Context: an optimization exercise on an open-source flow, tuned for a short achievable clock period and few clock cycles. The choices shown serve that exercise and are no tape-out recipe. In this exercise RTL edits were held to simulation tests only and were not proved equivalent to the original. Power figures rest on the tool's default switching activity, not on a simulated workload.

// top
module top (
	input clk,     
	input rst_n,   
	output wire [31:0] imem_addr,
	input  wire [31:0] imem_rdata,
	output wire [31:0] dmem_addr,
	output wire [31:0] dmem_wdata,
	output wire        dmem_we,
	input  wire [31:0] dmem_rdata
);
reg  [29:0] pcF;                  
reg  [29:0] pcO;                  
reg  [31:0] irD;
reg  [29:0] pcD;
reg         predD;
reg         vD;
reg  [31:0] s1D, s2D;             
reg  [31:0] sxD;                  
reg  [4:0]  rxD;                  
reg         bzD;                  
reg         zpD;                  
reg  [31:0] aE, bE, sE;           
reg  [29:0] altE;
reg  [4:0]  rdE;
reg         wrE, lmE, brE, stE, ldE, eldE, mulE, predE;
reg         addE, subE, andE, orE, sltE, oneE;
reg  [2:0]  fa, ha, ga;           
reg  [2:0]  fb, hb, gb, kb;       
reg  [2:0]  fs;                   
reg  [31:0] resM, resMx;           
reg  [4:0]  rdM;
reg         wrM, ldM, mulM;
reg  [191:0] mulv;                
reg  [31:0] daddrM, dwdataM;
reg         dweM;
  ...
Size: about 13000 cells after synthesis, about 160 I/O pins, about 130000 um2 of cells after synthesis.
Settings: LEC_CHECK=0, CAP_MARGIN=20, CORE_MARGIN=2, CORE_UTILIZATION=55, CTS_CLUSTER_DIAMETER=150, CTS_CLUSTER_SIZE=20, PLACE_DENSITY=0.7, SLEW_MARGIN=20, SYNTH_HIERARCHICAL=1; clock period 13.0 ns.
standard.sh (not shown) runs the stock make flow with config.mk's settings and CLKGATE_MAP_FILE= SYNTH_SCRIPT=/design/flow/synth_recipe.tcl, a recipe that flattens the netlist after the stock synthesis.
==> flow/flow/run.sh <==
#!/bin/bash
# The standard layout (standard.sh) with three changes to how it is made:
# the port buffers are buf_8 cells; after placement each output port's buffer
# is moved next to the flip-flop driving it (the long wire to the pin is then
# driven by the buffer); and the setup repair aims for slack beyond the clock
# period so that the achieved period shrinks.
set -euo pipefail
ARGS=(SETUP_SLACK_MARGIN=9.45 "BUFFER_PORTS_ARGS=-buffer_cell sky130_fd_sc_hd__buf_8")
bash standard.sh "${ARGS[@]}" place > standard_place.log 2>&1
RES_DIR=orfs/results/sky130hd/top/base openroad -no_init -exit flow/move_run.tcl > move_outbuf.log 2>&1
bash standard.sh "${ARGS[@]}" > standard_finish.log 2>&1
==> flow/flow/move_outbuf.tcl <==
# Move each output port's buffer next to the flip-flop that drives it, then
# legalize: the long wire to the pin is then driven by the buffer.
set block [ord::get_db_block]
set n 0
foreach term [$block getBTerms] {
  if { [$term getIoType] != "OUTPUT" } { continue }
  set net [$term getNet]
  foreach it [$net getITerms] {
    if { ![$it isOutputSignal] } { continue }
    set buf [$it getInst]
    foreach bit [$buf getITerms] {
      if { ![$bit isInputSignal] } { continue }
      set inet [$bit getNet]
      if { $inet == "NULL" } { continue }
      foreach dit [$inet getITerms] {
        if { ![$dit isOutputSignal] } { continue }
        set drv [$dit getInst]
        set loc [$drv getLocation]
        $buf setLocation [lindex $loc 0] [lindex $loc 1]
        incr n
      }
    }
  }
}
puts "moved $n output buffers"
==> flow/flow/move_run.tcl <==
# after placement: move each output port's buffer next to the flip-flop
# that drives it (see move_outbuf.tcl), legalize, and write the placement back
set r $::env(RES_DIR)
read_db $r/3_place.odb
source [file dirname [info script]]/move_outbuf.tcl
detailed_placement
check_placement
write_db $r/3_place.odb
The baseline produced a clean layout.
Testbench counts at the start, summed over its fixed seeds: cycles 19,925.
Edit:
--- a/flow/design.v
+++ b/flow/design.v
@@ -183,13 +183,15 @@
 wire zresM, zW;
 zero32 u_zm  (.x(resMx), .z(zresM));
 zero32 u_zw  (.x(resWx), .z(zW));
 wire oW;
 zero32 u_ow  (.x(resWx ^ 32'd1), .z(oW));
 wire zfx    = sxD[0] | (|(sxD[31:1] & zf));
-wire zOth   = fromM ? zresM : fromW ? zW : zfx;
+wire zWd;
+zero32 u_zwd (.x(resWx), .z(zWd));
+wire zOth   = fromM ? zresM : fromW ? zWd : zfx;
 wire unkM   = fromM & (mulM | ldM);
 wire unkD   = fromE ? unkE : unkM;
 wire resolvD = vD & bzD & ~unkD;
 wire redirBD;
 wire bzsE   = vD & bzD & fromE & ~unkE;
 wire bzearly = vD & bzD & ~fromE & ~unkM & (zOth ^ predD);
@@ -520,29 +522,24 @@
 	input  [4:0] rs1,
 	input  [4:0] rs2,
 	input  [4:0] rd,
 	input        zd,
 	output       y
 );
-wire e, z;
-eq5   u_e (.a(rs1), .b(rd), .y(e));
-zero5 u_z (.a(rs2), .y(z));
-assign y = zd & e & z;
-endmodule
-module zero5 (
-	input  [4:0] a,
-	output       y
-);
-assign y = ~(a[0] | a[1] | a[2] | a[3] | a[4]);
+wire [9:0] e;
+xnorv #(.W(10)) u_e (.a({rs1, rs2}), .b({rd, 5'd0}), .y(e));
+andall #(.N(11)) u_a (.x({e, zd}), .y(y));
 endmodule
 module eq5 (
 	input  [4:0] a,
 	input  [4:0] b,
 	output       y
 );
-assign y = a == b;
+wire [4:0] e;
+xnorv #(.W(5)) u_e (.a(a), .b(b), .y(e));
+andall #(.N(5)) u_a (.x(e), .y(y));
 endmodule
 module ao21 (
 	input  a,
 	input  b,
 	input  c,
 	output y
After rerunning: Maximum frequency stays flat. Cell count increases by 1.1%. Synthesized cell count rose by 0.35%. Routed wire length rose by 0.34%. Sequential cell count stays the same. Final area came out higher by 1.2%. Global-route usage went up by 0.24 points. Via count stays flat. Die area hardly moves. Register-to-register slack loses 20 ps. Total power went up by 0.73%. Hold slack got worse by 4.6 ps.
Testbench counts after the change, summed over its fixed seeds: cycles 19,925.


delta:
Another version of the RTL of top (not shown whole).
For scale: roughly 160 I/O pins, about 130000 um2 of cells after synthesis.
## top
module top (
	input clk,     
	input rst_n,   
	output wire [31:0] imem_addr,
	input  wire [31:0] imem_rdata,
	output wire [31:0] dmem_addr,
	output wire [31:0] dmem_wdata,
	output wire        dmem_we,
	input  wire [31:0] dmem_rdata
);
==> module allsame, before the edit <==
module allsame #(
	parameter N = 2
) (
	input  [N-1:0] x,
	input          s,
	output         y
);
assign y = &(~(x ^ {N{s}}));
endmodule
export LEC_CHECK = 0
export CAP_MARGIN = 20
export CORE_MARGIN = 2
export CORE_UTILIZATION = 55
export CTS_CLUSTER_DIAMETER = 150
export CTS_CLUSTER_SIZE = 20
export PLACE_DENSITY = 0.7
export SLEW_MARGIN = 20
export SYNTH_HIERARCHICAL = 1
create_clock -name core_clock -period 13.0 [get_ports {clk}]
==> flow/flow/run.sh <==
#!/bin/bash
# The standard layout (standard.sh) with three changes to how it is made:
# the port buffers are buf_8 cells; after placement each output port's buffer
# is moved next to the flip-flop driving it (the long wire to the pin is then
# driven by the buffer); and the setup repair aims for slack beyond the clock
# period so that the achieved period shrinks.
set -euo pipefail
ARGS=(SETUP_SLACK_MARGIN=9.2 "BUFFER_PORTS_ARGS=-buffer_cell sky130_fd_sc_hd__buf_8")
bash standard.sh "${ARGS[@]}" place > standard_place.log 2>&1
RES_DIR=orfs/results/sky130hd/top/base openroad -no_init -exit flow/move_run.tcl > move_outbuf.log 2>&1
bash standard.sh "${ARGS[@]}" > standard_finish.log 2>&1
Scripts as last shown in full above: flow/flow/move_outbuf.tcl, flow/flow/move_run.tcl
Testbench counts of delta, summed over its fixed seeds: cycles 19,925.
> inputs changed (delta -> beta)
diff --git a/flow/design.v b/flow/design.v
--- a/flow/design.v
+++ b/flow/design.v
@@ -486,7 +486,26 @@
 	input          s,
 	output         y
 );
-assign y = &(~(x ^ {N{s}}));
+wire [N-1:0] e;
+xnorv #(.W(N)) u_e (.a(x), .b({N{s}}), .y(e));
+andall #(.N(N)) u_a (.x(e), .y(y));
+endmodule
+module xnorv #(
+	parameter W = 1
+) (
+	input  [W-1:0] a,
+	input  [W-1:0] b,
+	output [W-1:0] y
+);
+assign y = ~(a ^ b);
+endmodule
+module andall #(
+	parameter N = 2
+) (
+	input  [N-1:0] x,
+	output         y
+);
+assign y = &x;
 endmodule
 module andn2 (
 	input  a,
==> comparison <==
beta completed every stage of the flow, and the final layout passed the timing, DRC and antenna checks.
Compared with delta, in beta final period utilization went up; total detailed-routing wirelength went up.
The worst setup margin of beta was inferior to that of delta.
Comparing the two runs side by side, beta comes out ahead of delta on largest vdd supply drop.
Global-route usage in beta is 1.4 points higher than in delta
The net count of the finished layout number comes out lower for delta vs beta.
Testbench counts of beta, summed over its fixed seeds: cycles 19,925.


red:
RTL: one of the versions met above, not the one the previous note started from.
For scale: ~160 I/O pins, about 0.13 mm2 of cells after synthesis.
Settings: LEC_CHECK=0, CAP_MARGIN=20, CORE_MARGIN=2, CORE_UTILIZATION=48, CTS_CLUSTER_DIAMETER=150, CTS_CLUSTER_SIZE=20, PLACE_DENSITY=0.65, SLEW_MARGIN=20, SYNTH_HIERARCHICAL=1; clock period 13.0 ns.
==> flow/flow/run.sh <==
#!/bin/bash
# The standard layout (standard.sh) with three changes to how it is made:
# the port buffers are buf_8 cells; after placement each output port's buffer
# is moved next to the flip-flop driving it (the long wire to the pin is then
# driven by the buffer); and the setup repair aims for slack beyond the clock
# period so that the achieved period shrinks.
set -euo pipefail
ARGS=(SETUP_SLACK_MARGIN=9.45 "BUFFER_PORTS_ARGS=-buffer_cell sky130_fd_sc_hd__buf_8")
bash standard.sh "${ARGS[@]}" place > standard_place.log 2>&1
RES_DIR=orfs/results/sky130hd/top/base openroad -no_init -exit flow/move_run.tcl > move_outbuf.log 2>&1
bash standard.sh "${ARGS[@]}" > standard_finish.log 2>&1
Scripts as last shown in full above: flow/flow/move_outbuf.tcl, flow/flow/move_run.tcl
Testbench counts of red, summed over its fixed seeds: cycles 19,925.
## Diff of input files: blue against red
--- a/flow/design.v
+++ b/flow/design.v
@@ -154,23 +154,24 @@
                 .res(aluE), .sum(sumE), .zero(zaluE));
 wire [31:0] resEx;
 res_or u_ro  (.alu(aluE), .ld(eldE), .rdata(dmem_rdata), .y(resE));
 res_or u_rox (.alu(aluE), .ld(eldE), .rdata(dmem_rdata), .y(resEx));
 wire [31:0] Aa, Ba, addrE;
 wire        unused_ca;
 fwd3 u_faa (.sm(fa[0]), .sw(fa[1]), .s0(fa[2]), .vm(resMx), .vw(resWx), .v0(aE), .y(Aa));
 fwd3 u_fba (.sm(fb[0]), .sw(fb[1]), .s0(fb[2]), .vm(resMx), .vw(resWx), .v0(bE), .y(Ba));
 ks_add32 u_addr (.a(Aa), .b(Ba), .cin(1'b0), .s(addrE), .cout(unused_ca));
 assign zresE = zaluE;
 wire unkE = sltE | lmE | eldE;
-wire eqE    = Ah == Bh;
+wire eqE;
+eq_sel u_eqs (.sa(ha), .sb(hb), .m(resMx), .w(resWx), .a0(aE), .b0(bE), .eq(eqE));
 wire redirE = brE & (eqE != predE);
 wire [31:0] Bml, Bmh;
 wire [47:0] encl, ench;
 fwd3 u_fbml (.sm(gb[0]), .sw(gb[1]), .s0(gb[2]), .vm(resMx), .vw(resWx), .v0(bE), .y(Bml));
 fwd3 u_fbmh (.sm(kb[0]), .sw(kb[1]), .s0(kb[2]), .vm(resMx), .vw(resWx), .v0(bE), .y(Bmh));
 booth_enc u_encl (.b(Bml), .e(encl));
 booth_enc u_ench (.b(Bmh), .e(ench));
 wire [191:0] mulvE;
 mul_part1 u_mul1 (.a(Am), .el(encl), .eh(ench), .v(mulvE));
 wire [31:0] mulres;
 mul_part2 u_mul2 (.v(mulv), .p(mulres));
@@ -670,22 +671,51 @@
 endmodule
 module w_sel (
 	input         mul,
 	input  [31:0] mulres,
 	input         ld,
 	input  [31:0] rdata,
 	input  [31:0] res,
 	output [31:0] y
 );
 assign y = mul ? mulres : ld ? rdata : res;
 endmodule
+module eq_sel (
+	input  [2:0]  sa,
+	input  [2:0]  sb,
+	input  [31:0] m,
+	input  [31:0] w,
+	input  [31:0] a0,
+	input  [31:0] b0,
+	output        eq
+);
+wire mw, mb, wb, am, aw, ab;
+eq32 u_mw (.a(m),  .b(w),  .y(mw));
+eq32 u_mb (.a(m),  .b(b0), .y(mb));
+eq32 u_wb (.a(w),  .b(b0), .y(wb));
+eq32 u_am (.a(a0), .b(m),  .y(am));
+eq32 u_aw (.a(a0), .b(w),  .y(aw));
+eq32 u_ab (.a(a0), .b(b0), .y(ab));
+assign eq = (sa[0] & sb[0]) | (sa[1] & sb[1])
+          | (sa[0] & sb[1] & mw) | (sa[1] & sb[0] & mw)
+          | (sa[0] & sb[2] & mb) | (sa[1] & sb[2] & wb)
+          | (sa[2] & sb[0] & am) | (sa[2] & sb[1] & aw)
+          | (sa[2] & sb[2] & ab);
+endmodule
+module eq32 (
+	input  [31:0] a,
+	input  [31:0] b,
+	output        y
+);
+assign y = a == b;
+endmodule
 module csa_level #(
 	parameter N_IN = 3
 ) (
 	input  [32*N_IN-1:0] din,
 	output [32*(N_IN-N_IN/3)-1:0] dout
 );
 localparam G = N_IN / 3;
 localparam R = N_IN - 3*G;
 genvar g;
 generate
 	for (g = 0; g < G; g = g + 1) begin : grp
Between red and blue, the flow reports wire length of the first global-routing pass decreasing slightly. For the average cell area after synthesis, blue came in 0.38% lower than red did. Taking red as the reference, in blue final hold slack shows a reduction of 0.0036 ns, placed wire-length estimate now sits lower. blue vs. red: via count moved up, period utilization went down 0.16 points.
Testbench counts of blue, summed over its fixed seeds: cycles 19,925.


Setup of main:
top with an RTL version that a note above also has.
Size in the first run: roughly 160 I/O pins, about 130000 um2 of cells after synthesis.
==> module pred_tp, before the edit <==
module pred_tp (
	input  [31:0] ins,
	input         stall,
	input         zd,
	input  [4:0]  rd,
	input         take,       
	output        tp
);
wire isjal = ins[6:0] == 7'b1101111;
wire isbr  = ins[6:0] == 7'b1100011;
wire sgn   = ins[31];
wire smallJ, smallB;
allsame #(.N(10)) u_sj (.x({ins[30], ins[20], ins[19:12]}), .s(sgn), .y(smallJ));
allsame #(.N(2))  u_sb (.x({ins[30], ins[7]}), .s(sgn), .y(smallB));
wire t_a = ~stall & ((isjal & smallJ) | (isbr & smallB & sgn));
wire t_b = ~stall & isbr & smallB;
wire eq, zt, p;
eq5 u_eq (.a(ins[19:15]), .b(ins[24:20]), .y(eq));
zcmp u_zt (.rs1(ins[19:15]), .rs2(ins[24:20]), .rd(rd), .zd(zd), .y(zt));
ao21 u_p (.a(t_b), .b(eq | zt), .c(t_a), .y(p));
andn2 u_tp (.a(p), .b(take), .y(tp));
endmodule
==> module zcmp, before the edit <==
module zcmp (
	input  [4:0] rs1,
	input  [4:0] rs2,
	input  [4:0] rd,
	input        zd,
	output       y
);
wire e, z;
eq5   u_e (.a(rs1), .b(rd), .y(e));
zero5 u_z (.a(rs2), .y(z));
assign y = zd & e & z;
endmodule
==> module zero5, before the edit <==
module zero5 (
	input  [4:0] a,
	output       y
);
assign y = ~(a[0] | a[1] | a[2] | a[3] | a[4]);
endmodule
==> module eq5, before the edit <==
module eq5 (
	input  [4:0] a,
	input  [4:0] b,
	output       y
);
assign y = a == b;
endmodule
Settings: LEC_CHECK=0, CAP_MARGIN=20, CORE_MARGIN=2, CORE_UTILIZATION=55, CTS_CLUSTER_DIAMETER=150, CTS_CLUSTER_SIZE=20, PLACE_DENSITY=0.7, SLEW_MARGIN=20, SYNTH_HIERARCHICAL=1; clock period 13.0 ns.
Scripts as last shown in full above: flow/flow/run.sh, flow/flow/move_outbuf.tcl, flow/flow/move_run.tcl
Testbench counts of main, summed over its fixed seeds: cycles 19,925.
Setup changes, main to the feature branch
-- flow/design.v --
<<< main, line 468
wire isjal = ins[6:0] == 7'b1101111;
wire isbr  = ins[6:0] == 7'b1100011;
wire sgn   = ins[31];
wire smallJ, smallB;
allsame #(.N(10)) u_sj (.x({ins[30], ins[20], ins[19:12]}), .s(sgn), .y(smallJ));
allsame #(.N(2))  u_sb (.x({ins[30], ins[7]}), .s(sgn), .y(smallB));
wire t_a = ~stall & ((isjal & smallJ) | (isbr & smallB & sgn));
wire t_b = ~stall & isbr & smallB;
wire eq, zt, p;
eq5 u_eq (.a(ins[19:15]), .b(ins[24:20]), .y(eq));
zcmp u_zt (.rs1(ins[19:15]), .rs2(ins[24:20]), .rd(rd), .zd(zd), .y(zt));
ao21 u_p (.a(t_b), .b(eq | zt), .c(t_a), .y(p));
andn2 u_tp (.a(p), .b(take), .y(tp));
endmodule
>>> the feature branch, line 468
wire isjal = ins[6:0] == 7'b1101111;
wire isbr  = ins[6:0] == 7'b1100011;
wire j1, j0, b1, b0;      
andall #(.N(10)) u_j1 (.x({ins[30], ins[20], ins[19:12]}), .y(j1));
andall #(.N(10)) u_j0 (.x(~{ins[30], ins[20], ins[19:12]}), .y(j0));
andall #(.N(2))  u_b1 (.x({ins[30], ins[7]}), .y(b1));
andall #(.N(2))  u_b0 (.x(~{ins[30], ins[7]}), .y(b0));
wire p1 = ~stall & ((isjal & j1) | (isbr & b1));
wire eq, zt, p0;
eq5 u_eq (.a(ins[19:15]), .b(ins[24:20]), .y(eq));
zcmp u_zt (.rs1(ins[19:15]), .rs2(ins[24:20]), .rd(rd), .zd(zd), .y(zt));
ao21 u_p0 (.a(~stall & isbr & b0), .b(eq | zt), .c(~stall & isjal & j0), .y(p0));
wire p;
mux2w #(.W(1)) u_p (.s(ins[31]), .a(p1), .b(p0), .y(p));
andn2 u_tp (.a(p), .b(take), .y(tp));
endmodule
<<< main, line 522
	output       y
);
wire e, z;
eq5   u_e (.a(rs1), .b(rd), .y(e));
zero5 u_z (.a(rs2), .y(z));
assign y = zd & e & z;
endmodule
module zero5 (
	input  [4:0] a,
	output       y
);
assign y = ~(a[0] | a[1] | a[2] | a[3] | a[4]);
endmodule
module eq5 (
>>> the feature branch, line 524
	output       y
);
wire [9:0] e;
xnorv #(.W(10)) u_e (.a({rs1, rs2}), .b({rd, 5'd0}), .y(e));
andall #(.N(11)) u_a (.x({e, zd}), .y(y));
endmodule
module eq5 (
<<< main, line 538
	output       y
);
assign y = a == b;
endmodule
module ao21 (
>>> the feature branch, line 533
	output       y
);
wire [4:0] e;
xnorv #(.W(5)) u_e (.a(a), .b(b), .y(e));
andall #(.N(5)) u_a (.x(e), .y(y));
endmodule
module ao21 (
==> comparison <==
~same synthesized area in main and the feature branch
Power share of the clock group of main is on par with the feature branch.
Run comparison: main slowest cell on the critical path sky130_fd_sc_hd__mux2_2; the feature branch slowest cell on the critical path sky130_fd_sc_hd__or4_1
The register share of total power was comparable across main and the feature branch.
Diff main and the feature branch: synthesized area per cell higher in main
Across both runs, last weighted congestion value of the routability-driven placer was higher for the feature branch than for main.
For main, the capture point of the worst path was pcF[17], unlike the feature branch, where it was pcO[29].
Between main and the feature branch, the total power does not differ in any meaningful way.
main and the feature branch ended up with roughly the same total wirelength of the detailed-routed design.
On area overhead of the layout relative to synthesis, the lower figure sits with main, not the feature branch.
Maximum number of pins on one net before global-route repair shrinks by more than a quarter when moving from main to the feature branch.
Lower time the worst path needs with I/O delays and setup among main and the feature branch: main
Testbench counts of the feature branch, summed over its fixed seeds: cycles 19,925.

-- afterwards: timing with drivers on the ports --
Ports are ideal in the flow. The routed layouts listed here were re-timed in OpenROAD.
Step 1 assumes that a clkbuf_16 drives the clock port and a buf_2 every other input.
Step 2, shift: input delay + t, output delay - t, t = (earliest + latest rising clock arrival at the registers) / 2. This alone moves slack from input paths to output paths.
a / b / c = ideal ports / drivers / drivers and shift; a / b = the first two.
run | t (ns) | setup slack, ns | hold slack, ns | worst setup path after step 2 | cell pins on the clock port's net
the first run of note 1 | 0.933 | 8.965 / 8.885 / 7.993 | 0.361 / 0.361 / 0.361 | input to register | 1
the second run of note 1 | 0.925 | 8.955 / 8.892 / 8.056 | 0.356 / 0.356 / 0.356 | input to register | 1
delta | 0.935 | 8.972 / 8.874 / 8.058 | 0.358 / 0.358 / 0.358 | input to register | 1
beta | 0.942 | 8.828 / 8.744 / 7.803 | 0.357 / 0.357 / 0.357 | input to register | 1
red | 0.914 | 8.981 / 8.880 / 8.127 | 0.363 / 0.363 / 0.363 | input to register | 1
blue | 0.939 | 9.002 / 8.897 / 8.089 | 0.360 / 0.360 / 0.360 | input to register | 1
main | 0.934 | 8.994 / 8.723 / 7.789 | 0.366 / 0.366 / 0.366 | input to register | 1
the feature branch | 0.942 | 8.989 / 8.902 / 8.129 | 0.356 / 0.356 / 0.356 | input to register | 1
After both steps setup and hold are still met in every run listed. For main, which loses most, drivers alone change the setup slack by -0.271 ns; drivers and shift together by -1.205 ns.
